This design comes from an exercise in tuning for small area and a short achievable clock period on the open sky130 flow, not from production work. RTL that was checked went through simulation tests only; none was proved equivalent to the original. No functional check of the RTL was part of run 1.

==> flow/design.v, too long to show whole: its modules and the start of the top module <==
// module FAS: 4189 lines
module FAS (data_valid, data, clk, rst, fir_d, fir_valid, fft_valid, done, freq,
 fft_d1, fft_d2, fft_d3, fft_d4, fft_d5, fft_d6, fft_d7, fft_d8,
 fft_d9, fft_d10, fft_d11, fft_d12, fft_d13, fft_d14, fft_d15, fft_d0);
  // ...
==> flow/flow/run.sh <==
#!/bin/bash
set -euo pipefail
export SETUP_SLACK_MARGIN=12.8
export BUFFER_PORTS_ARGS="-buffer_cell sky130_fd_sc_hd__buf_2"
R=orfs/results/sky130hd/FAS/base
bash standard.sh synth > flow_synth.log 2>&1
cp $R/1_2_yosys.v yosys_netlist_orig.v
python3 flow/fixfa.py yosys_netlist_orig.v $R/1_2_yosys.v > fixfa.log 2>&1
bash standard.sh > flow_layout.log 2>&1
==> flow/flow/fixfa.py <==
#!/usr/bin/env python3
"""Remove inverters around full-adder cells in a Yosys-mapped sky130 netlist.

A full adder is self-dual: FA(~a,~b,~c) = (~sum, ~cout). extract_fa leaves many inverters on the
inputs and outputs of the sky130 fa cells it places. This chooses, for each fa cell, whether it
computes on the true or the complemented signals so that as few inverters as possible remain,
then rewrites the netlist. Only inverters are added or removed; every other cell keeps its inputs'
logic values. Nets that are ports, and their inverter families, are left as they are.

usage: fixfa.py in.v out.v
"""
import re, sys, random
from collections import defaultdict

OUTPINS = {'X', 'Y', 'Q', 'Q_N', 'SUM', 'COUT', 'HI', 'LO'}
src = open(sys.argv[1]).read()
m = re.search(r'^module\s+(\w+)\s*\((.*?)\);', src, re.S | re.M)
ports = [p.strip() for p in m.group(2).replace('\n', ' ').split(',')]
body_start = m.end()
endm = src.rindex('endmodule')
body = src[body_start:endm]

cell_re = re.compile(r'^\s*(sky130_fd_sc_hd__\w+)\s+(\S+)\s*\((.*?)\);\s*$', re.S | re.M)
pin_re = re.compile(r'\.(\w+)\(\s*(.*?)\s*\)(?=\s*,|\s*$)', re.S)
cells = []
decl_lines = []
pos = 0
for cm in cell_re.finditer(body):
    cells.append([cm.group(1), cm.group(2), [(p, n.strip()) for p, n in pin_re.findall(cm.group(3))]])
# everything that is not a cell instance: declarations
rest = cell_re.sub('', body)
if re.search(r'\bassign\b', rest):
    sys.stderr.write('fixfa: netlist has assign statements; leaving it unchanged\n')
    open(sys.argv[2], 'w').write(src); sys.exit(0)

# port bit nets
port_decl = {}
for d in re.finditer(r'^\s*(input|output|inout)\s+(\[(\d+):(\d+)\]\s*)?(\S+?)\s*;', rest, re.M):
    port_decl[d.group(5)] = (d.group(1), d.group(3), d.group(4))
def is_port_net(n):
    base = n.split('[')[0].strip()
    return base in port_decl
isinv = lambda t: re.match(r'sky130_fd_sc_hd__(clk)?inv_\d+$', t) is not None
isfa = lambda t: re.match(r'sky130_fd_sc_hd__fa_\d+$', t) is not None

driver = {}
for ci, (t, name, pins) in enumerate(cells):
    for p, n in pins:
        if p in OUTPINS: driver[n] = (ci, p)
# root of each net through inverter chains
def root(n):
    par = 0; seen = 0
    while n in driver and isinv(cells[driver[n][0]][0]) and seen < 50:
        ci = driver[n][0]
        n = dict(cells[ci][2])['A']; par ^= 1; seen += 1
    return n, par
# families
fam_nets = defaultdict(set)
for ci, (t, name, pins) in enumerate(cells):
    for p, n in pins:
        r, _ = root(n); fam_nets[r].add(n)
frozen = set()
for r, ns in fam_nets.items():
    if any(is_port_net(n) for n in ns) or r not in driver: frozen.add(r)
# inverter cells in frozen families stay
# consumers per root: (ci, pin, parity)
cons = defaultdict(list)
for ci, (t, name, pins) in enumerate(cells):
    if isinv(t):
        r, _ = root(dict(pins)['A'])
        if r not in frozen: continue  # removed inverter: its consumers are attributed below
    for p, n in pins:
        if p in OUTPINS: continue
        r, par = root(n)
        if r in frozen: continue
        cons[r].append((ci, p, par))
fa_cells = [ci for ci, c in enumerate(cells) if isfa(c[0])]
flip = defaultdict(int)
fixed_fa = set()
for ci in fa_cells:
    for p, n in cells[ci][2]:
        if p in OUTPINS and n in frozen: fixed_fa.add(ci)
        if root(n)[0] in frozen: fixed_fa.add(ci)
fa_roots = defaultdict(set)
for ci in fa_cells:
    for p, n in cells[ci][2]:
        r = root(n)[0]
        if r not in frozen: fa_roots[ci].add(r)
SWAP = {'sky130_fd_sc_hd__xor2_1': 'sky130_fd_sc_hd__xnor2_1', 'sky130_fd_sc_hd__xnor2_1': 'sky130_fd_sc_hd__xor2_1'}
drv_fa = {}
swap_cells = []
for r in cons:
    ci, p = driver[r]
    if isfa(cells[ci][0]): drv_fa[r] = ci
    elif cells[ci][0] in SWAP and ci not in fixed_fa:
        drv_fa[r] = ci; swap_cells.append(ci); fa_roots[ci].add(r)
def native(r):
    ci = drv_fa.get(r)
    return flip[ci] if ci is not None else 0
def req(ci, p, par):
    return par ^ (flip[ci] if isfa(cells[ci][0]) else 0)
def cost(r):
    nat = native(r)
    return 1 if any(req(ci, p, par) != nat for ci, p, par in cons[r]) else 0
total0 = sum(cost(r) for r in cons)
order0 = [ci for ci in fa_cells if ci not in fixed_fa] + swap_cells
def optimize(seed, sweeps=150):
    import math
    random.seed(seed)
    for ci in order0: flip[ci] = 0
    cur = sum(cost(r) for r in cons)
    best = (cur, {ci: flip[ci] for ci in order0})
    order = list(order0)
    for sw in range(sweeps):
        T = 0.6 * (1 - sw / sweeps) + 0.01
        random.shuffle(order)
        for ci in order:
            rs = fa_roots[ci]
            before = sum(cost(r) for r in rs)
            flip[ci] ^= 1
            d = sum(cost(r) for r in rs) - before
            if d <= 0 or random.random() < math.exp(-d / T):
                cur += d
            else:
                flip[ci] ^= 1
        if cur < best[0]: best = (cur, {ci: flip[ci] for ci in order0})
    return best
best = None
for seed in range(3):
    c, fl = optimize(seed)
    if best is None or c < best[0]: best = (c, fl)
for ci, v in best[1].items(): flip[ci] = v
total1 = sum(cost(r) for r in cons)
ninv_old = sum(1 for c in cells if isinv(c[0]))
sys.stderr.write(f'fixfa: {len(fa_cells)} fa cells, {ninv_old} inverters; roots needing an inverter {total0} -> {total1}\n')

# rebuild
esc = lambda n: n + ' ' if n.startswith('\\') and not n.endswith(' ') else n
newnets = []
cnt = [0]
def newnet():
    cnt[0] += 1; n = f'_fixfa_n{cnt[0]}_'; newnets.append(n); return n
phys = {}   # (r, parity) -> net name
addcells = []
for r in cons:
    nat = native(r)
    if nat == 0:
        phys[(r, 0)] = r
    else:
        phys[(r, 1)] = newnet()
    need = set(req(ci, p, par) for ci, p, par in cons[r])
    other = 1 - nat
    if other in need:
        src_net = phys[(r, nat)]
        if other == 0:
            out = r   # true polarity keeps the original name
        else:
            out = newnet()
        phys[(r, other)] = out
        cnt[0] += 1
        addcells.append(['sky130_fd_sc_hd__inv_1', f'_fixfa_i{cnt[0]}_', [('A', src_net), ('Y', out)]])
out_cells = []
swap_set = set(swap_cells)
for ci, (t, name, pins) in enumerate(cells):
    if isinv(t):
        r, _ = root(dict(pins)['A'])
        if r not in frozen: continue
    newpins = []
    for p, n in pins:
        if p in OUTPINS:
            if n in cons or (n in driver and n == root(n)[0] and n in phys.values()):
                pass
            if n in cons:   # a non-frozen root driven here
                n = phys[(n, native(n))]
            newpins.append((p, n)); continue
        r, par = root(n)
        if r in frozen: newpins.append((p, n)); continue
        newpins.append((p, phys[(r, req(ci, p, par))]))
    if ci in swap_set and flip[ci]:
        t = SWAP[t]
        newpins = [({'X': 'Y', 'Y': 'X'}.get(p, p), n) for p, n in newpins]
    out_cells.append([t, name, newpins])
out_cells += addcells
# remove declarations of nets no longer used? keep them (harmless wires)
lines = [src[:body_start], rest.rstrip('\n') + '\n']
for n in newnets: lines.append(f'  wire {n};\n')
for t, name, pins in out_cells:
    lines.append(f'  {t} {esc(name)} (\n' + ',\n'.join(f'    .{p}({esc(n)})' for p, n in pins) + '\n  );\n')
lines.append('endmodule\n')
open(sys.argv[2], 'w').write(''.join(lines))
ninv_new = sum(1 for c in out_cells if isinv(c[0]))
sys.stderr.write(f'fixfa: inverters {ninv_old} -> {ninv_new}\n')
==> flow/standard.sh <==
#!/bin/bash
# synth_recipe.tcl (not shown) runs the flow's synth.tcl, then flattens the netlist and writes it again
# the make line also repeats each setting of config.mk as NAME=value (left out here)
make -C /OpenROAD-flow-scripts/flow DESIGN_CONFIG=/design/flow/config.mk WORK_HOME=/design/flow/orfs CLKGATE_MAP_FILE= SYNTH_SCRIPT=/design/flow/synth_recipe.tcl "${@:-finish}"
==> flow/config.mk <==
export PLATFORM = sky130hd
export DESIGN_NAME = FAS
export DESIGN_NICKNAME = FAS
export VERILOG_FILES = /design/flow/design.v
export SDC_FILE = /design/flow/constraint.sdc
export NUM_CORES = 8
export LEC_CHECK = 0
export CAP_MARGIN = 20
export CORE_MARGIN = 2
export CORE_UTILIZATION = 60
export CTS_CLUSTER_DIAMETER = 150
export CTS_CLUSTER_SIZE = 20
export SLEW_MARGIN = 20
==> flow/constraint.sdc <==
create_clock -name core_clock -period 18.0 [get_ports {clk}]
set_input_delay 3.6000 -clock core_clock [delete_from_list [all_inputs] [get_ports {clk}]]
set_output_delay 3.6000 -clock core_clock [all_outputs]
set_load 0.01 [all_outputs]
==> results.toml, run 1 <==
[grt]
met1_usage_pct = 48.59
antenna_found_initial = 13
grt.met3_usage_pct = 6.608
use_met2_pct = 52.57

[finish]
fin_cells = 15510
fin_nets = 15100
inv_count = 1141
num-multi-input-gates = 8200
num-nonclk-buffers = 617
fillerInstances = 17480
regArea_um2 = 48570
final_common_cell = "dfxtp_1"
top_register = "x"
reg_top3 = "x: 512 flops, ch: 480 flops, d1: 136 flops"

[detailed_routing]
wl_per_cell_um = 24.96
num_vias = 89890
wl_met2_um = 173700

[sta]
hold_slack_ns = 0.3020
period_share_pct = 28.71
maxSlewHeadroom_pct = 23.40
drv_slew = 0
skew_ns = 0.06617

[floorplan]
fp-row-count = 173
fp.dieH_um = 476.2
core_um2 = 221900

[clock_network]
postCtsSetupRepairBufs = 9

[hold_path]
hp-class = "flip-flop to flip-flop"
holdCritStartpoint = "x[30][11]$_DFF_P_"

[synthesis]
synth_area_um2 = 133800
ys_warn_count = 4
syn_inst = 12040

[placement]
dp_slack_ns = 12.55
placedCellCount = 15310

[worst_setup_path]
cp_common_cell = "a21o_1"
crit_end = "sGi[15]$_DFF_P_"
cp-end-kind = "flip-flop"
crit_chain = "inv_1 -> ha_1 -> a21o_1 -> a21o_1 -> a21o_1 -> a221oi_2 -> o311a_1 -> o31ai_2 -> or4_1 -> nand3_1 -> ha_1 -> nand2_1 -> mux2i_1 -> nor4b_2 -> nand3_1 -> or3_1 -> or4_1 -> o211ai_1"
max_stage_delay_ns = 0.49
cp.arrival_ns = 5.93

[outcome]
status = "no timing/DRC/antenna violations"
==> inputs of run 2 (changes only) <==
--- a/flow/design.v
+++ b/flow/design.v
@@ -3345,43 +3345,41 @@
   else begin f2r <= sDr; f2i <= sDi; end
 end
 reg [0:0] c3;
 wire [3:0] c3_q = nph - 4'd2;
 always @(posedge clk) c3 <= c3_q[1];
 reg [0:0] w3;
 wire [3:0] w3_q = nph - 4'd2;
 always @(posedge clk) w3 <= w3_q[0];
-reg [25:0] sEr, sEi, sFr, sFi;
+reg [26:0] sEr, sEi, sFr, sFi;
 wire [23:0] bf3_sr = sFr[23:0] + f2r[23:0]; wire [23:0] bf3_si = sFi[23:0] + f2i[23:0];
-wire [26:0] p3r = w3 ? {sFi[25],sFi} : {sFr[25],sFr}; wire [26:0] m3r = w3 ? {f2i[25],f2i} : {f2r[25],f2r};
-wire [26:0] p3i = w3 ? {f2r[25],f2r} : {sFi[25],sFi}; wire [26:0] m3i = w3 ? {sFr[25],sFr} : {f2i[25],f2i};
-wire [26:0] x3r0 = p3r - m3r; wire [26:0] x3r1 = p3r - m3r + 27'd1;
-wire [26:0] x3i0 = p3i - m3i; wire [26:0] x3i1 = p3i - m3i + 27'd1;
-wire [23:0] t3r = x3r0[26] ? x3r1[23:0] : x3r0[23:0];
-wire [23:0] t3i = x3i0[26] ? x3i1[23:0] : x3i0[23:0];
+wire [26:0] p3r = w3 ? sFi : sFr; wire [26:0] m3r = w3 ? {f2i[25],f2i} : {f2r[25],f2r};
+wire [26:0] p3i = w3 ? {f2r[25],f2r} : sFi; wire [26:0] m3i = w3 ? sFr : {f2i[25],f2i};
+wire [26:0] x3r = p3r - m3r; wire [26:0] x3i = p3i - m3i;
+wire [23:0] o3r = sFr[23:0] + {23'd0, sFr[26]}; wire [23:0] o3i = sFi[23:0] + {23'd0, sFi[26]};
 reg [23:0] f3r, f3i;
 always @(posedge clk) begin
-  if (c3) begin sEr <= {2'b00, t3r}; sEi <= {2'b00, t3i}; f3r <= bf3_sr; f3i <= bf3_si; end
-  else begin sEr <= f2r; sEi <= f2i; f3r <= sFr[23:0]; f3i <= sFi[23:0]; end
+  if (c3) begin sEr <= x3r; sEi <= x3i; f3r <= bf3_sr; f3i <= bf3_si; end
+  else begin sEr <= {f2r[25], f2r}; sEi <= {f2i[25], f2i}; f3r <= o3r; f3i <= o3i; end
   sFr <= sEr; sFi <= sEi;
 end
 reg [0:0] c4;
 wire [3:0] c4_q = nph - 4'd5;
 always @(posedge clk) c4 <= c4_q[0];
 reg [23:0] sGr, sGi;
 wire [23:0] s4r = sGr + f3r; wire [23:0] s4i = sGi + f3i;
-wire [23:0] d4r0 = sGr - f3r; wire [23:0] d4i0 = sGi - f3i;
-wire [15:0] d4rf = d4r0[23:8] + {15'd0, d4r0[23]};
-wire [15:0] d4if = d4i0[23:8] + {15'd0, d4i0[23]};
+wire [23:0] d4r = sGr - f3r; wire [23:0] d4i = sGi - f3i;
+wire [15:0] o4r = sGr[23:8] + {15'd0, sGr[23]};
+wire [15:0] o4i = sGi[23:8] + {15'd0, sGi[23]};
 reg [31:0] ch [0:15];
 integer ic;
 always @(posedge clk) begin
-  if (c4) begin ch[0] <= {s4r[23:8], s4i[23:8]}; sGr <= {8'd0, d4rf}; sGi <= {8'd0, d4if}; end
-  else begin ch[0] <= {sGr[15:0], sGi[15:0]}; sGr <= f3r; sGi <= f3i; end
+  if (c4) begin ch[0] <= {s4r[23:8], s4i[23:8]}; sGr <= d4r; sGi <= d4i; end
+  else begin ch[0] <= {o4r, o4i}; sGr <= f3r; sGi <= f3i; end
   for (ic=1; ic<16; ic=ic+1) ch[ic] <= ch[ic-1];
 end
 assign fft_d0 = {ch[15][31:16], 16'd0};
 assign fft_d1 = ch[7];
 assign fft_d2 = ch[11];
 assign fft_d3 = ch[3];
 assign fft_d4 = ch[13];
 assign fft_d5 = ch[5];
==> flow/flow/run.sh (replaced) <==
#!/bin/bash
set -euo pipefail
export SETUP_SLACK_MARGIN=12.9
export BUFFER_PORTS_ARGS="-buffer_cell sky130_fd_sc_hd__buf_1"
R=orfs/results/sky130hd/FAS/base
bash standard.sh synth > flow_synth.log 2>&1
cp $R/1_2_yosys.v yosys_netlist_orig.v
python3 flow/fixfa.py yosys_netlist_orig.v $R/1_2_yosys.v > fixfa.log 2>&1
bash standard.sh > flow_layout.log 2>&1
==> flow/config.mk (replaced) <==
export PLATFORM = sky130hd
export DESIGN_NAME = FAS
export DESIGN_NICKNAME = FAS
export VERILOG_FILES = /design/flow/design.v
export SDC_FILE = /design/flow/constraint.sdc
export NUM_CORES = 8
export LEC_CHECK = 0
export CAP_MARGIN = 20
export CORE_MARGIN = 2
export CORE_UTILIZATION = 40
export CTS_CLUSTER_DIAMETER = 150
export CTS_CLUSTER_SIZE = 20
export SLEW_MARGIN = 20
==> results.toml, run 2 <==
[outcome]
status = "no timing/DRC/antenna violations"

[finish]
largest_register_ffs = 512
fin_cells = 16820
top_register = "x"
multi_input_area_um2 = 78710
final_cell_mix = "2,157 x dfxtp_1, 1,626 x fa_1, 1,141 x inv_1"
fin_nets = 15030
fillerInstances = 31180
regArea_um2 = 48980
reg_top3 = "x: 512 flops, ch: 480 flops, d1: 136 flops"
final_common_cell = "dfxtp_1"
area_growth_pct = 9.343
drive_above_1_share_pct = 7.374

[synthesis]
syn_area_per_cell_um2 = 11.14
ys_warn_count = 4
syn_inst = 11930
synth_area_um2 = 132900

[sta]
min_period_ns = 5.073
maxSlewHeadroom_pct = 21.24
worst_pin_slew_ns = 1.171
setup_tns_ns = 0
fmax_ghz = 0.1971
skew_ns = 0.07514
period_share_pct = 28.18
drv_slew = 0
finalSetupViolCount = 0
rsz0062_at_grt = "true"
hold_viol = 0

[placement]
dp_hpwl_um = 310500
placedCellCount = 16590
io_buffers = 521
gp_congestion = 0.9548

[clock_network]
cts.sinks = 2399
cts_tree = "yes"
clk_latency_ns = 0.89
root_buffer = "clkbuf_16"
cts_buffer_depth = 4
cts_buffers = 143
htreeDepth = 4
clk_pin_slew_ns = 0.09
ctsHoldBuffers = 0

[worst_setup_path]
reg2reg_slack_ns = 13.17
crit_end = "fft_d15[28]"
reg2regPathDepth = 15
setup.worst_path.start = "ch[0][28]$_DFF_P_"
r2r_start = "mi[3]$_DFF_P_"
path_class = "flip-flop to output port"
crit_path_start_kind = "flip-flop"
cp-end-kind = "output port"
path_max_fanout = 2
crit_required_ns = 14.40
cp.arrival_ns = 1.47
r2r-end = "sDi[16]$_DFF_P_"

[floorplan]
die_w_um = 580.3
initial_core_util_pct = 40.20
die_area_um2 = 336800
core_um2 = 330500
fp-row-count = 211
io_pins = 554
fp.dieH_um = 580.3

[detailed_routing]
wl_per_cell_um = 22.53
antenna_left = 0
drt_iter0_markers = 6225
wl_um = 379000
drc = 0
num_vias = 86160
avgViaCountPerCell = 5.122
firstDrtPassIters = 6

[hold_path]
hp-class = "flip-flop to flip-flop"

[grt]
grt_pass1_vias = 88710
track_usage_pct = 22.43
grt_overflow = 0
grt_pass1_wl_um = 567700
antenna_found_initial = 13
grt_start_max_net_pins = 91

[flow_run]
cap_violations = 0
[run 2: worst min-delay path by stage]
stage / start / endpoint / slack (ns) / cells after the start
global placement: d1[4][2]$_DFF_P_ / d1[5][2]$_DFF_P_ / 0.31 / 0
detailed placement: d1[3][6]$_DFF_P_ / d1[4][6]$_DFF_P_ / 0.31 / 0
CTS: d1[3][11]$_DFF_P_ / d1[4][11]$_DFF_P_ / 0.28 / 0
finish: d1[3][11]$_DFF_P_ / d1[4][11]$_DFF_P_ / 0.28 / 0
global route: d1[4][12]$_DFF_P_ / d1[5][12]$_DFF_P_ / 0.28 / 0
floorplan: d1[0][0]$_DFF_P_ / d1[1][0]$_DFF_P_ / 0.31 / 0
[run 2: layout make-up]
class                           count  area share, %
Antenna cell                        5       0.008612
Clock buffer                      162          2.556
Clock inverter                     13         0.1163
Inverter                         1142          2.953
Multi-Input combinational cell   8076          54.18
Sequential cell                  2399          33.72
Tap cell                         4366          3.760
Timing Repair Buffer              656          2.706
Timing Repair inverter              1       0.003445
[run 2: metal layers]
layer | vias to the layer above | track usage (%) | share of wire (%)
li1 | 40260 | - | -
met1 | 42690 | 28.54 | 41
met2 | 2515 | 37.43 | 47
met3 | 686 | 3.171 | 5.5
met4 | 8 | 10.93 | 5.8
met5 | - | 0 | 0.011
[run 2: through the flow]
step           instance area [um2]  hold slack (ns)  worst slack (ns)  util (%)
3_5_place_dp                139600           0.3121             12.85     42.24
6_report                    145300           0.2758             12.93     43.95
3_3_place_gp                139600           0.3096             12.92     42.24
5_1_grt                     145300           0.2835             12.85     43.95
2_1_floorplan               133000           0.3096             13.54         -
4_1_cts                     145200           0.2789             12.84     43.94
[run 2: repair_timing]
item                                    in CTS  in global routing
endpoints found under the setup margin     218                 43
gates resized for setup                    601                 13
cloned                                       0                  1
buffers inserted                            53                  0
[run 2: critical path, cell delays in order, from the launching register on]
cell and delay [ns]:
dfxtp_2 0.34, buf_12 0.13, buf_8 0.12
==> inputs of run 3 (changes only) <==
==> flow/flow/run.sh (replaced) <==
#!/bin/bash
set -euo pipefail
export SETUP_SLACK_MARGIN=12.9
export BUFFER_PORTS_ARGS="-buffer_cell sky130_fd_sc_hd__buf_2"
R=orfs/results/sky130hd/FAS/base
bash standard.sh synth > flow_synth.log 2>&1
cp $R/1_2_yosys.v yosys_netlist_orig.v
python3 flow/fixfa.py yosys_netlist_orig.v $R/1_2_yosys.v > fixfa.log 2>&1
bash standard.sh > flow_layout.log 2>&1
--- a/flow/config.mk
+++ b/flow/config.mk
@@ -8,6 +8,6 @@
 export CAP_MARGIN = 20
 export CORE_MARGIN = 2
 export CORE_UTILIZATION = 40
-export CTS_CLUSTER_DIAMETER = 150
-export CTS_CLUSTER_SIZE = 20
+export CTS_CLUSTER_DIAMETER = 120
+export CTS_CLUSTER_SIZE = 24
 export SLEW_MARGIN = 20
==> results.toml, run 3 <==
[outcome]
status = "no timing/DRC/antenna violations"

[detailed_routing]
wl_um = 377800
firstDrtPassIters = 9
wl_met2_um = 180700
top_layer = "met5"
drt_iter0_markers = 6325
drt-met1-wl_um = 157100
num_vias = 86040
antenna_left = 0
wl_per_cell_um = 22.42
avgViaCountPerCell = 5.106
drc = 0
dr_wl_met3_um = 19960

[grt]
grt_overflow = 0
track_usage_pct = 22.36
antenna_found_initial = 15
grt_pass1_wl_um = 568300
grt_start_max_net_pins = 83
grt_pass1_vias = 88840

[sta]
min_period_ns = 5.181
hold_viol = 0
maxSlewHeadroom_pct = 17.20
setup_tns_ns = 0
period_share_pct = 28.78
skew_ns = 0.1109
worst_pin_slew_ns = 1.229
finalSetupViolCount = 0
drv_slew = 0
fmax_ghz = 0.1930
rsz0062_at_grt = "true"
hold_slack_ns = 0.2445

[worst_setup_path]
crit_required_ns = 14.40
cp.arrival_ns = 1.58
path_buf_inv = 1
r2r-end = "sBi[25]$_DFF_P_"
path_max_fanout = 2
path_class = "flip-flop to output port"
crit_chain = "buf_6"
max_stage_delay_ns = 0.49
r2r_start = "sA_bim$_DFF_P_"
slowest_stage = "dfxtp_4"
cp-end-kind = "output port"
reg2regPathDepth = 16
crit_path_start_kind = "flip-flop"
cp_top_family = "flip-flops"
reg2reg_slack_ns = 13.13

[hold_path]
worstHoldPathCells = 0
hold-path-endpoint = "ch[11][18]$_DFF_P_"
hp-class = "flip-flop to flip-flop"
holdCritStartpoint = "ch[10][18]$_DFF_P_"

[finish]
fin_area_um2 = 146700
fin_nets = 15050
multi_input_area_um2 = 78710
fin_cells = 16850
reg_top3 = "x: 512 flops, ch: 480 flops, d1: 136 flops"
final_common_cell = "dfxtp_1"
largest_register_ffs = 512
drive_above_1_share_pct = 11.08
regArea_um2 = 49240
final_cell_mix = "2,068 x dfxtp_1, 1,626 x fa_1, 1,140 x inv_1"
area_growth_pct = 10.41
fillerInstances = 30980
top_register = "x"

[placement]
post_dp_cell_area_um2 = 140200
gp_congestion = 0.9449
io_buffers = 521
dp_hpwl_um = 309400
placedCellCount = 16580

[clock_network]
htreeDepth = 3
cts_buffers = 119
ctsHoldBuffers = 0
cts.sinks = 2399
clk_pin_slew_ns = 0.10
cts_tree = "yes"
clk_latency_ns = 0.96
root_buffer = "clkbuf_16"
cts_buffer_depth = 4

[synthesis]
syn_area_per_cell_um2 = 11.14
syn_inst = 11930
synth_area_um2 = 132900
ys_warn_count = 4

[floorplan]
io_pins = 554
core_um2 = 330500
die_area_um2 = 336800
fp-row-count = 211
initial_core_util_pct = 40.20
fp.dieH_um = 580.3
die_w_um = 580.3

[flow_run]
cap_violations = 0
[run 3: per-stage QoR]
stage | util [%] | setup slack (ns)
finish | 44.38 | 12.82
global route | 44.38 | 12.77
CTS | 44.35 | 12.74
detailed placement | 42.42 | 12.38
global placement | 42.42 | 12.47
floorplan | - | 13.54
[run 3: cell type report]
class / count / share of cell area, %
clock inverter: 20 / 0.1629
multi-input combinational: 8076 / 53.66
timing repair inverter: 2 / 0.006823
inverter: 1142 / 2.927
tap: 4366 / 3.724
timing repair buffer: 699 / 3.803
clock buffer: 136 / 2.137
antenna: 10 / 0.01706
sequential: 2399 / 33.57
[run 3: worst max path at each step]
stage	start	endpoint	slack [ns]	cells past startpoint
final	ch[2][11]$_DFF_P_	fft_d11[11]	12.82	1
after global routing	ch[2][11]$_DFF_P_	fft_d11[11]	12.77	1
after CTS	ch[2][11]$_DFF_P_	fft_d11[11]	12.74	1
after detailed placement	sA_anim$_DFF_P_	sBi[25]$_DFF_P_	12.38	16
after global placement	sA_anim$_DFF_P_	sBi[25]$_DFF_P_	12.47	16
after floorplan	mi[7]$_DFF_P_	sCr[16]$_DFF_P_	13.54	15
[run 3: metal layers]
layer | global-route usage (%) | vias to the layer above
met2 | 37.53 | 2413
met3 | 3.103 | 606
met1 | 28.55 | 42730
li1 | - | 40290
met5 | 0 | -
met4 | 10.23 | 2
[run 3: what timing repair did]
item / CTS / global route
setup buffers: 100 / 1
endpoints found under the setup margin: 293 / 84
gates cloned: 0 / 2
gates resized for setup: 752 / 18
==> inputs of run 4 (changes only) <==
--- a/flow/config.mk
+++ b/flow/config.mk
@@ -8,6 +8,6 @@
 export CAP_MARGIN = 20
 export CORE_MARGIN = 2
 export CORE_UTILIZATION = 40
-export CTS_CLUSTER_DIAMETER = 120
-export CTS_CLUSTER_SIZE = 24
+export CTS_CLUSTER_DIAMETER = 150
+export CTS_CLUSTER_SIZE = 20
 export SLEW_MARGIN = 20
==> results.toml, run 4 <==
[outcome]
status = "no timing/DRC/antenna violations"

[sta]
worst_pin_slew_ns = 1.163
rsz0062_at_grt = "true"
drv_slew = 0
skew_ns = 0.07554
min_period_ns = 5.105
period_share_pct = 28.36
setup_tns_ns = 0
fmax_ghz = 0.1959
maxSlewHeadroom_pct = 21.62
finalSetupViolCount = 0
hold_viol = 0

[hold_path]
hp-class = "flip-flop to flip-flop"

[finish]
reg_top3 = "x: 512 flops, ch: 480 flops, d1: 136 flops"
final_common_cell = "dfxtp_1"
fin_nets = 15020
largest_register_ffs = 512
area_growth_pct = 9.691
drive_above_1_share_pct = 9.983
top_register = "x"
final_cell_mix = "2,170 x dfxtp_1, 1,626 x fa_1, 1,141 x inv_1"

[detailed_routing]
num_vias = 85830
antenna_left = 0
wl_per_cell_um = 22.51
wl_um = 378500
drc = 0
drt_iter0_markers = 6158
avgViaCountPerCell = 5.104
firstDrtPassIters = 7

[placement]
gp_congestion = 0.9449
io_buffers = 521
dp_hpwl_um = 309400

[worst_setup_path]
crit_path_start_kind = "flip-flop"
cp.arrival_ns = 1.51
cp-end-kind = "output port"
path_class = "flip-flop to output port"
crit_required_ns = 14.40
path_max_fanout = 2

[clock_network]
cts_buffers = 143
clk_pin_slew_ns = 0.09
cts_tree = "yes"
cts.sinks = 2399
cts_buffer_depth = 4
htreeDepth = 4
clk_latency_ns = 0.91
root_buffer = "clkbuf_16"

[synthesis]
syn_inst = 11930
syn_area_per_cell_um2 = 11.14
synth_area_um2 = 132900
ys_warn_count = 4

[grt]
antenna_found_initial = 18
grt_overflow = 0
grt_pass1_wl_um = 568800
grt_start_max_net_pins = 83
track_usage_pct = 22.41
grt_pass1_vias = 88760

[flow_run]
cap_violations = 0

[floorplan]
fp.dieH_um = 580.3
initial_core_util_pct = 40.20
die_w_um = 580.3
fp-row-count = 211
die_area_um2 = 336800
core_um2 = 330500
io_pins = 554
-- run 4: path summary, 6_finish.rpt --
kind | from | endpoint | slack (ns) | depth (start not counted)
setup / recovery | ch[0][7]$_DFF_P_ | fft_d15[7] | 12.89 | 2
hold / removal | sEi[17]$_DFF_P_ | sFi[17]$_DFF_P_ | 0.27 | 0
setup reg to reg | sA_bim$_DFF_P_ | sBi[25]$_DFF_P_ | 13.07 | 16
hold reg to reg | sEi[17]$_DFF_P_ | sFi[17]$_DFF_P_ | 0.27 | 0
max in group asynchronous | rst | cnt[1]$_DFFE_PP0P_ | 14.79 | 2
min in group asynchronous | rst | dv$_DFF_PP0_ | 2.80 | 2
-- run 4: repair_timing --
item | in CTS | in global routing
endpoints found under the setup margin | 194 | 47
gates cloned | 0 | 1
hold buffers | 0 | 0
gates resized for setup | 429 | 17
setup buffers | 50 | 0
-- run 4: final cells by class --
class | count | area, um2
timing repair inverter | 1 | 5.005
clock buffer | 161 | 3731
inverter | 1142 | 4290
sequential | 2399 | 49010
timing repair buffer | 648 | 4337
multi-input combinational | 8076 | 78710
fill | 31110 | 184800
antenna | 10 | 25.02
clock inverter | 14 | 165.2
tap | 4366 | 5463
-- run 4: stage by stage --
stage / worst slack, ns / area (um2) / utilization (%) / hold slack [ns] / std cells
after floorplan: 13.54 / 133000 / - / 0.3096 / 11960
after global placement: 12.47 / 140200 / 42.42 / 0.3096 / 16580
after detailed placement: 12.38 / 140200 / 42.42 / 0.3121 / 16580
after CTS: 12.82 / 145700 / 44.07 / 0.2595 / 16810
after global routing: 12.84 / 145700 / 44.09 / 0.2652 / 16810
final: 12.89 / 145700 / 44.09 / 0.2696 / 16820
-- run 4: layer usage --
| layer | track usage (%) | vias up | routed length [um] |
|---|---|---|---|
| li1 | - | 40250 | - |
| met1 | 28.57 | 42450 | 156200 |
| met2 | 37.39 | 2491 | 179900 |
| met3 | 3.317 | 631 | 21390 |
| met4 | 10.50 | 4 | 20880 |
| met5 | 0 | - | 30 |
-- run 4: critical path: stages, from the launching register on --
cell and delay [ns]:
dfxtp_2 0.34, buf_12 0.14, buf_6 0.12
==> inputs of run 5 (changes only) <==
==> flow/flow/run.sh (replaced) <==
#!/bin/bash
set -euo pipefail
export SETUP_SLACK_MARGIN=12.9
export BUFFER_PORTS_ARGS="-buffer_cell sky130_fd_sc_hd__buf_1"
export PRE_IO_PLACEMENT_TCL=$PWD/flow/io.tcl
R=orfs/results/sky130hd/FAS/base
bash standard.sh synth > flow_synth.log 2>&1
cp $R/1_2_yosys.v yosys_netlist_orig.v
python3 flow/fixfa.py yosys_netlist_orig.v $R/1_2_yosys.v > fixfa.log 2>&1
bash standard.sh > flow_layout.log 2>&1
==> flow/flow/io.tcl (new file) <==
# Keep the 16 output pins that one bit of the output shift chain drives next to each other,
# in chain order, so that the chain's registers can sit together near their pins.
set_io_pin_constraint -group -order -pin_names {fft_d15[0] fft_d7[0] fft_d11[0] fft_d3[0] fft_d13[0] fft_d5[0] fft_d9[0] fft_d1[0] fft_d14[0] fft_d6[0] fft_d10[0] fft_d2[0] fft_d12[0] fft_d4[0] fft_d8[0] fft_d0[0]}
set_io_pin_constraint -group -order -pin_names {fft_d15[1] fft_d7[1] fft_d11[1] fft_d3[1] fft_d13[1] fft_d5[1] fft_d9[1] fft_d1[1] fft_d14[1] fft_d6[1] fft_d10[1] fft_d2[1] fft_d12[1] fft_d4[1] fft_d8[1] fft_d0[1]}
set_io_pin_constraint -group -order -pin_names {fft_d15[2] fft_d7[2] fft_d11[2] fft_d3[2] fft_d13[2] fft_d5[2] fft_d9[2] fft_d1[2] fft_d14[2] fft_d6[2] fft_d10[2] fft_d2[2] fft_d12[2] fft_d4[2] fft_d8[2] fft_d0[2]}
set_io_pin_constraint -group -order -pin_names {fft_d15[3] fft_d7[3] fft_d11[3] fft_d3[3] fft_d13[3] fft_d5[3] fft_d9[3] fft_d1[3] fft_d14[3] fft_d6[3] fft_d10[3] fft_d2[3] fft_d12[3] fft_d4[3] fft_d8[3] fft_d0[3]}
set_io_pin_constraint -group -order -pin_names {fft_d15[4] fft_d7[4] fft_d11[4] fft_d3[4] fft_d13[4] fft_d5[4] fft_d9[4] fft_d1[4] fft_d14[4] fft_d6[4] fft_d10[4] fft_d2[4] fft_d12[4] fft_d4[4] fft_d8[4] fft_d0[4]}
set_io_pin_constraint -group -order -pin_names {fft_d15[5] fft_d7[5] fft_d11[5] fft_d3[5] fft_d13[5] fft_d5[5] fft_d9[5] fft_d1[5] fft_d14[5] fft_d6[5] fft_d10[5] fft_d2[5] fft_d12[5] fft_d4[5] fft_d8[5] fft_d0[5]}
set_io_pin_constraint -group -order -pin_names {fft_d15[6] fft_d7[6] fft_d11[6] fft_d3[6] fft_d13[6] fft_d5[6] fft_d9[6] fft_d1[6] fft_d14[6] fft_d6[6] fft_d10[6] fft_d2[6] fft_d12[6] fft_d4[6] fft_d8[6] fft_d0[6]}
set_io_pin_constraint -group -order -pin_names {fft_d15[7] fft_d7[7] fft_d11[7] fft_d3[7] fft_d13[7] fft_d5[7] fft_d9[7] fft_d1[7] fft_d14[7] fft_d6[7] fft_d10[7] fft_d2[7] fft_d12[7] fft_d4[7] fft_d8[7] fft_d0[7]}
set_io_pin_constraint -group -order -pin_names {fft_d15[8] fft_d7[8] fft_d11[8] fft_d3[8] fft_d13[8] fft_d5[8] fft_d9[8] fft_d1[8] fft_d14[8] fft_d6[8] fft_d10[8] fft_d2[8] fft_d12[8] fft_d4[8] fft_d8[8] fft_d0[8]}
set_io_pin_constraint -group -order -pin_names {fft_d15[9] fft_d7[9] fft_d11[9] fft_d3[9] fft_d13[9] fft_d5[9] fft_d9[9] fft_d1[9] fft_d14[9] fft_d6[9] fft_d10[9] fft_d2[9] fft_d12[9] fft_d4[9] fft_d8[9] fft_d0[9]}
set_io_pin_constraint -group -order -pin_names {fft_d15[10] fft_d7[10] fft_d11[10] fft_d3[10] fft_d13[10] fft_d5[10] fft_d9[10] fft_d1[10] fft_d14[10] fft_d6[10] fft_d10[10] fft_d2[10] fft_d12[10] fft_d4[10] fft_d8[10] fft_d0[10]}
set_io_pin_constraint -group -order -pin_names {fft_d15[11] fft_d7[11] fft_d11[11] fft_d3[11] fft_d13[11] fft_d5[11] fft_d9[11] fft_d1[11] fft_d14[11] fft_d6[11] fft_d10[11] fft_d2[11] fft_d12[11] fft_d4[11] fft_d8[11] fft_d0[11]}
set_io_pin_constraint -group -order -pin_names {fft_d15[12] fft_d7[12] fft_d11[12] fft_d3[12] fft_d13[12] fft_d5[12] fft_d9[12] fft_d1[12] fft_d14[12] fft_d6[12] fft_d10[12] fft_d2[12] fft_d12[12] fft_d4[12] fft_d8[12] fft_d0[12]}
set_io_pin_constraint -group -order -pin_names {fft_d15[13] fft_d7[13] fft_d11[13] fft_d3[13] fft_d13[13] fft_d5[13] fft_d9[13] fft_d1[13] fft_d14[13] fft_d6[13] fft_d10[13] fft_d2[13] fft_d12[13] fft_d4[13] fft_d8[13] fft_d0[13]}
set_io_pin_constraint -group -order -pin_names {fft_d15[14] fft_d7[14] fft_d11[14] fft_d3[14] fft_d13[14] fft_d5[14] fft_d9[14] fft_d1[14] fft_d14[14] fft_d6[14] fft_d10[14] fft_d2[14] fft_d12[14] fft_d4[14] fft_d8[14] fft_d0[14]}
set_io_pin_constraint -group -order -pin_names {fft_d15[15] fft_d7[15] fft_d11[15] fft_d3[15] fft_d13[15] fft_d5[15] fft_d9[15] fft_d1[15] fft_d14[15] fft_d6[15] fft_d10[15] fft_d2[15] fft_d12[15] fft_d4[15] fft_d8[15] fft_d0[15]}
set_io_pin_constraint -group -order -pin_names {fft_d15[16] fft_d7[16] fft_d11[16] fft_d3[16] fft_d13[16] fft_d5[16] fft_d9[16] fft_d1[16] fft_d14[16] fft_d6[16] fft_d10[16] fft_d2[16] fft_d12[16] fft_d4[16] fft_d8[16] fft_d0[16]}
set_io_pin_constraint -group -order -pin_names {fft_d15[17] fft_d7[17] fft_d11[17] fft_d3[17] fft_d13[17] fft_d5[17] fft_d9[17] fft_d1[17] fft_d14[17] fft_d6[17] fft_d10[17] fft_d2[17] fft_d12[17] fft_d4[17] fft_d8[17] fft_d0[17]}
set_io_pin_constraint -group -order -pin_names {fft_d15[18] fft_d7[18] fft_d11[18] fft_d3[18] fft_d13[18] fft_d5[18] fft_d9[18] fft_d1[18] fft_d14[18] fft_d6[18] fft_d10[18] fft_d2[18] fft_d12[18] fft_d4[18] fft_d8[18] fft_d0[18]}
set_io_pin_constraint -group -order -pin_names {fft_d15[19] fft_d7[19] fft_d11[19] fft_d3[19] fft_d13[19] fft_d5[19] fft_d9[19] fft_d1[19] fft_d14[19] fft_d6[19] fft_d10[19] fft_d2[19] fft_d12[19] fft_d4[19] fft_d8[19] fft_d0[19]}
set_io_pin_constraint -group -order -pin_names {fft_d15[20] fft_d7[20] fft_d11[20] fft_d3[20] fft_d13[20] fft_d5[20] fft_d9[20] fft_d1[20] fft_d14[20] fft_d6[20] fft_d10[20] fft_d2[20] fft_d12[20] fft_d4[20] fft_d8[20] fft_d0[20]}
set_io_pin_constraint -group -order -pin_names {fft_d15[21] fft_d7[21] fft_d11[21] fft_d3[21] fft_d13[21] fft_d5[21] fft_d9[21] fft_d1[21] fft_d14[21] fft_d6[21] fft_d10[21] fft_d2[21] fft_d12[21] fft_d4[21] fft_d8[21] fft_d0[21]}
set_io_pin_constraint -group -order -pin_names {fft_d15[22] fft_d7[22] fft_d11[22] fft_d3[22] fft_d13[22] fft_d5[22] fft_d9[22] fft_d1[22] fft_d14[22] fft_d6[22] fft_d10[22] fft_d2[22] fft_d12[22] fft_d4[22] fft_d8[22] fft_d0[22]}
set_io_pin_constraint -group -order -pin_names {fft_d15[23] fft_d7[23] fft_d11[23] fft_d3[23] fft_d13[23] fft_d5[23] fft_d9[23] fft_d1[23] fft_d14[23] fft_d6[23] fft_d10[23] fft_d2[23] fft_d12[23] fft_d4[23] fft_d8[23] fft_d0[23]}
set_io_pin_constraint -group -order -pin_names {fft_d15[24] fft_d7[24] fft_d11[24] fft_d3[24] fft_d13[24] fft_d5[24] fft_d9[24] fft_d1[24] fft_d14[24] fft_d6[24] fft_d10[24] fft_d2[24] fft_d12[24] fft_d4[24] fft_d8[24] fft_d0[24]}
set_io_pin_constraint -group -order -pin_names {fft_d15[25] fft_d7[25] fft_d11[25] fft_d3[25] fft_d13[25] fft_d5[25] fft_d9[25] fft_d1[25] fft_d14[25] fft_d6[25] fft_d10[25] fft_d2[25] fft_d12[25] fft_d4[25] fft_d8[25] fft_d0[25]}
set_io_pin_constraint -group -order -pin_names {fft_d15[26] fft_d7[26] fft_d11[26] fft_d3[26] fft_d13[26] fft_d5[26] fft_d9[26] fft_d1[26] fft_d14[26] fft_d6[26] fft_d10[26] fft_d2[26] fft_d12[26] fft_d4[26] fft_d8[26] fft_d0[26]}
set_io_pin_constraint -group -order -pin_names {fft_d15[27] fft_d7[27] fft_d11[27] fft_d3[27] fft_d13[27] fft_d5[27] fft_d9[27] fft_d1[27] fft_d14[27] fft_d6[27] fft_d10[27] fft_d2[27] fft_d12[27] fft_d4[27] fft_d8[27] fft_d0[27]}
set_io_pin_constraint -group -order -pin_names {fft_d15[28] fft_d7[28] fft_d11[28] fft_d3[28] fft_d13[28] fft_d5[28] fft_d9[28] fft_d1[28] fft_d14[28] fft_d6[28] fft_d10[28] fft_d2[28] fft_d12[28] fft_d4[28] fft_d8[28] fft_d0[28]}
set_io_pin_constraint -group -order -pin_names {fft_d15[29] fft_d7[29] fft_d11[29] fft_d3[29] fft_d13[29] fft_d5[29] fft_d9[29] fft_d1[29] fft_d14[29] fft_d6[29] fft_d10[29] fft_d2[29] fft_d12[29] fft_d4[29] fft_d8[29] fft_d0[29]}
set_io_pin_constraint -group -order -pin_names {fft_d15[30] fft_d7[30] fft_d11[30] fft_d3[30] fft_d13[30] fft_d5[30] fft_d9[30] fft_d1[30] fft_d14[30] fft_d6[30] fft_d10[30] fft_d2[30] fft_d12[30] fft_d4[30] fft_d8[30] fft_d0[30]}
set_io_pin_constraint -group -order -pin_names {fft_d15[31] fft_d7[31] fft_d11[31] fft_d3[31] fft_d13[31] fft_d5[31] fft_d9[31] fft_d1[31] fft_d14[31] fft_d6[31] fft_d10[31] fft_d2[31] fft_d12[31] fft_d4[31] fft_d8[31] fft_d0[31]}
==> results.toml, run 5 <==
[outcome]
status = "no timing/DRC/antenna violations"

[sta]
worst_pin_slew_ns = 1.177
finalSetupViolCount = 0
hold_viol = 0
drv_slew = 0
skew_ns = 0.07317
rsz0062_at_grt = "true"
fmax_ghz = 0.1964
min_period_ns = 5.092
hold_slack_ns = 0.2927
period_share_pct = 28.29
setup_tns_ns = 0
maxSlewHeadroom_pct = 20.93

[worst_setup_path]
reg2reg_slack_ns = 13.14
cp-end-kind = "output port"
r2r_start = "mi[6]$_DFF_P_"
crit_path_start_kind = "flip-flop"
cp_top_family = "flip-flops"
slowest_stage = "dfxtp_2"
path_buf_inv = 2
cp.arrival_ns = 1.49
path_max_fanout = 2
crit_chain = "buf_12 -> buf_6"
reg2regPathDepth = 14
crit_required_ns = 14.40
path_class = "flip-flop to output port"
r2r-end = "sCr[16]$_DFF_P_"
max_stage_delay_ns = 0.34

[finish]
final_cell_mix = "2,270 x dfxtp_1, 1,626 x fa_1, 1,140 x inv_1"
reg_top3 = "x: 512 flops, ch: 480 flops, d1: 136 flops"
drive_above_1_share_pct = 5.369
area_growth_pct = 8.945
fin_nets = 15020
utilization_pct = 43.79
fin_area_um2 = 144800
largest_register_ffs = 512
fillerInstances = 31200
multi_input_area_um2 = 78740
regArea_um2 = 48700
top_register = "x"
final_common_cell = "dfxtp_1"

[floorplan]
core_um2 = 330500
fp-row-count = 211
fp.dieH_um = 580.3
io_pins = 554
die_w_um = 580.3
initial_core_util_pct = 40.20
die_area_um2 = 336800

[detailed_routing]
drc = 0
wl_per_cell_um = 20.95
avgViaCountPerCell = 5.073
antenna_left = 0
wl_um = 352300
num_vias = 85300
drt_iter0_markers = 5906
firstDrtPassIters = 7

[synthesis]
syn_area_per_cell_um2 = 11.14
ys_warn_count = 4
syn_inst = 11930
synth_area_um2 = 132900

[clock_network]
cts_buffers = 146
cts_tree = "yes"
clk_pin_slew_ns = 0.10
cts.sinks = 2399
htreeDepth = 4
root_buffer = "clkbuf_16"
ctsHoldBuffers = 0
cts_buffer_depth = 4
clk_latency_ns = 0.90

[hold_path]
hold-path-endpoint = "x[31][9]$_DFF_P_"
worstHoldPathCells = 0
holdCritStartpoint = "x[30][9]$_DFF_P_"
hp-class = "flip-flop to flip-flop"

[placement]
post_dp_cell_area_um2 = 139600
io_buffers = 521
dp_hpwl_um = 285200
gp_congestion = 0.9602

[grt]
grt_start_max_net_pins = 91
grt_overflow = 0
grt_pass1_wl_um = 538500
track_usage_pct = 20.90
antenna_found_initial = 8
grt_pass1_vias = 87250

[flow_run]
cap_violations = 0
## run 5: routing by layer
metal	wire length (um)	GRT usage [%]	vias to the layer above
met2	168200	34.98	2366
met4	14950	7.900	0
met3	19460	3.048	550
li1	-	-	40280
met5	0	0	-
met1	149600	27.33	42100
## run 5: final cells by class
cell class,instances,area share (%)
timing repair buffer,638,2.395
clock inverter,16,0.1962
inverter,1142,2.967
clock buffer,167,2.608
antenna,5,0.008644
timing repair inverter,2,0.006915
sequential,2399,33.65
tap,4366,3.774
multi-input combinational,8077,54.40
## run 5: stage by stage
stage	instances	setup WS, ns
detailed placement	16590	12.23
floorplan	11960	13.54
global route	16810	12.84
finish	16810	12.91
CTS	16800	12.80
global placement	16590	12.33
## run 5: worst max path at each step
stage	start	end	cells past startpoint
after floorplan	mi[7]$_DFF_P_	sCr[16]$_DFF_P_	15
after global placement	s1oh[3]$_DFF_P_	tw1im_rb[17]$_DFF_P_	10
after detailed placement	s1oh[3]$_DFF_P_	tw1im_rb[10]$_DFF_P_	12
after CTS	ch[0][18]$_DFF_P_	fft_d15[18]	2
after global routing	ch[0][18]$_DFF_P_	fft_d15[18]	2
final	ch[0][12]$_DFF_P_	fft_d15[12]	2
## run 5: timing repair
action,4_1_cts,5_1_grt
pin swaps,1,1
endpoints found under the setup margin,95,63
buffers inserted,30,6
gates resized for setup,261,16
cloned,2,1

-- separate check: timing with driven ports --
No port has a modelled driver above. Below, the same layouts with a new extraction and two added sets of constraints. Step 1 assumes that a clkbuf_16 drives the clock port and a buf_2 every other input. Step 2 moves the port delays by t, midway between the first and last clock arrival at a register: inputs arrive t later, outputs are due t later. That takes back most of the time a late clock gives input paths. a / b / c = ideal ports / drivers / drivers and shift; a / b = the first two.
run	t, ns	setup slack, ns	clock arrival spread, ns	worst data-port slew with drivers (ns)
run 1	0.914	12.832 / 12.755 / 12.832	0.077 / 0.078	0.04
run 2	0.951	12.927 / 12.826 / 13.174	0.080 / 0.081	0.07
run 3	1.019	12.819 / 12.706 / 13.127	0.114 / 0.115	0.08
run 4	0.983	12.895 / 12.783 / 13.073	0.080 / 0.080	0.08
run 5	0.972	12.908 / 12.800 / 13.141	0.082 / 0.082	0.08
After both steps setup and hold are still met in every run listed.
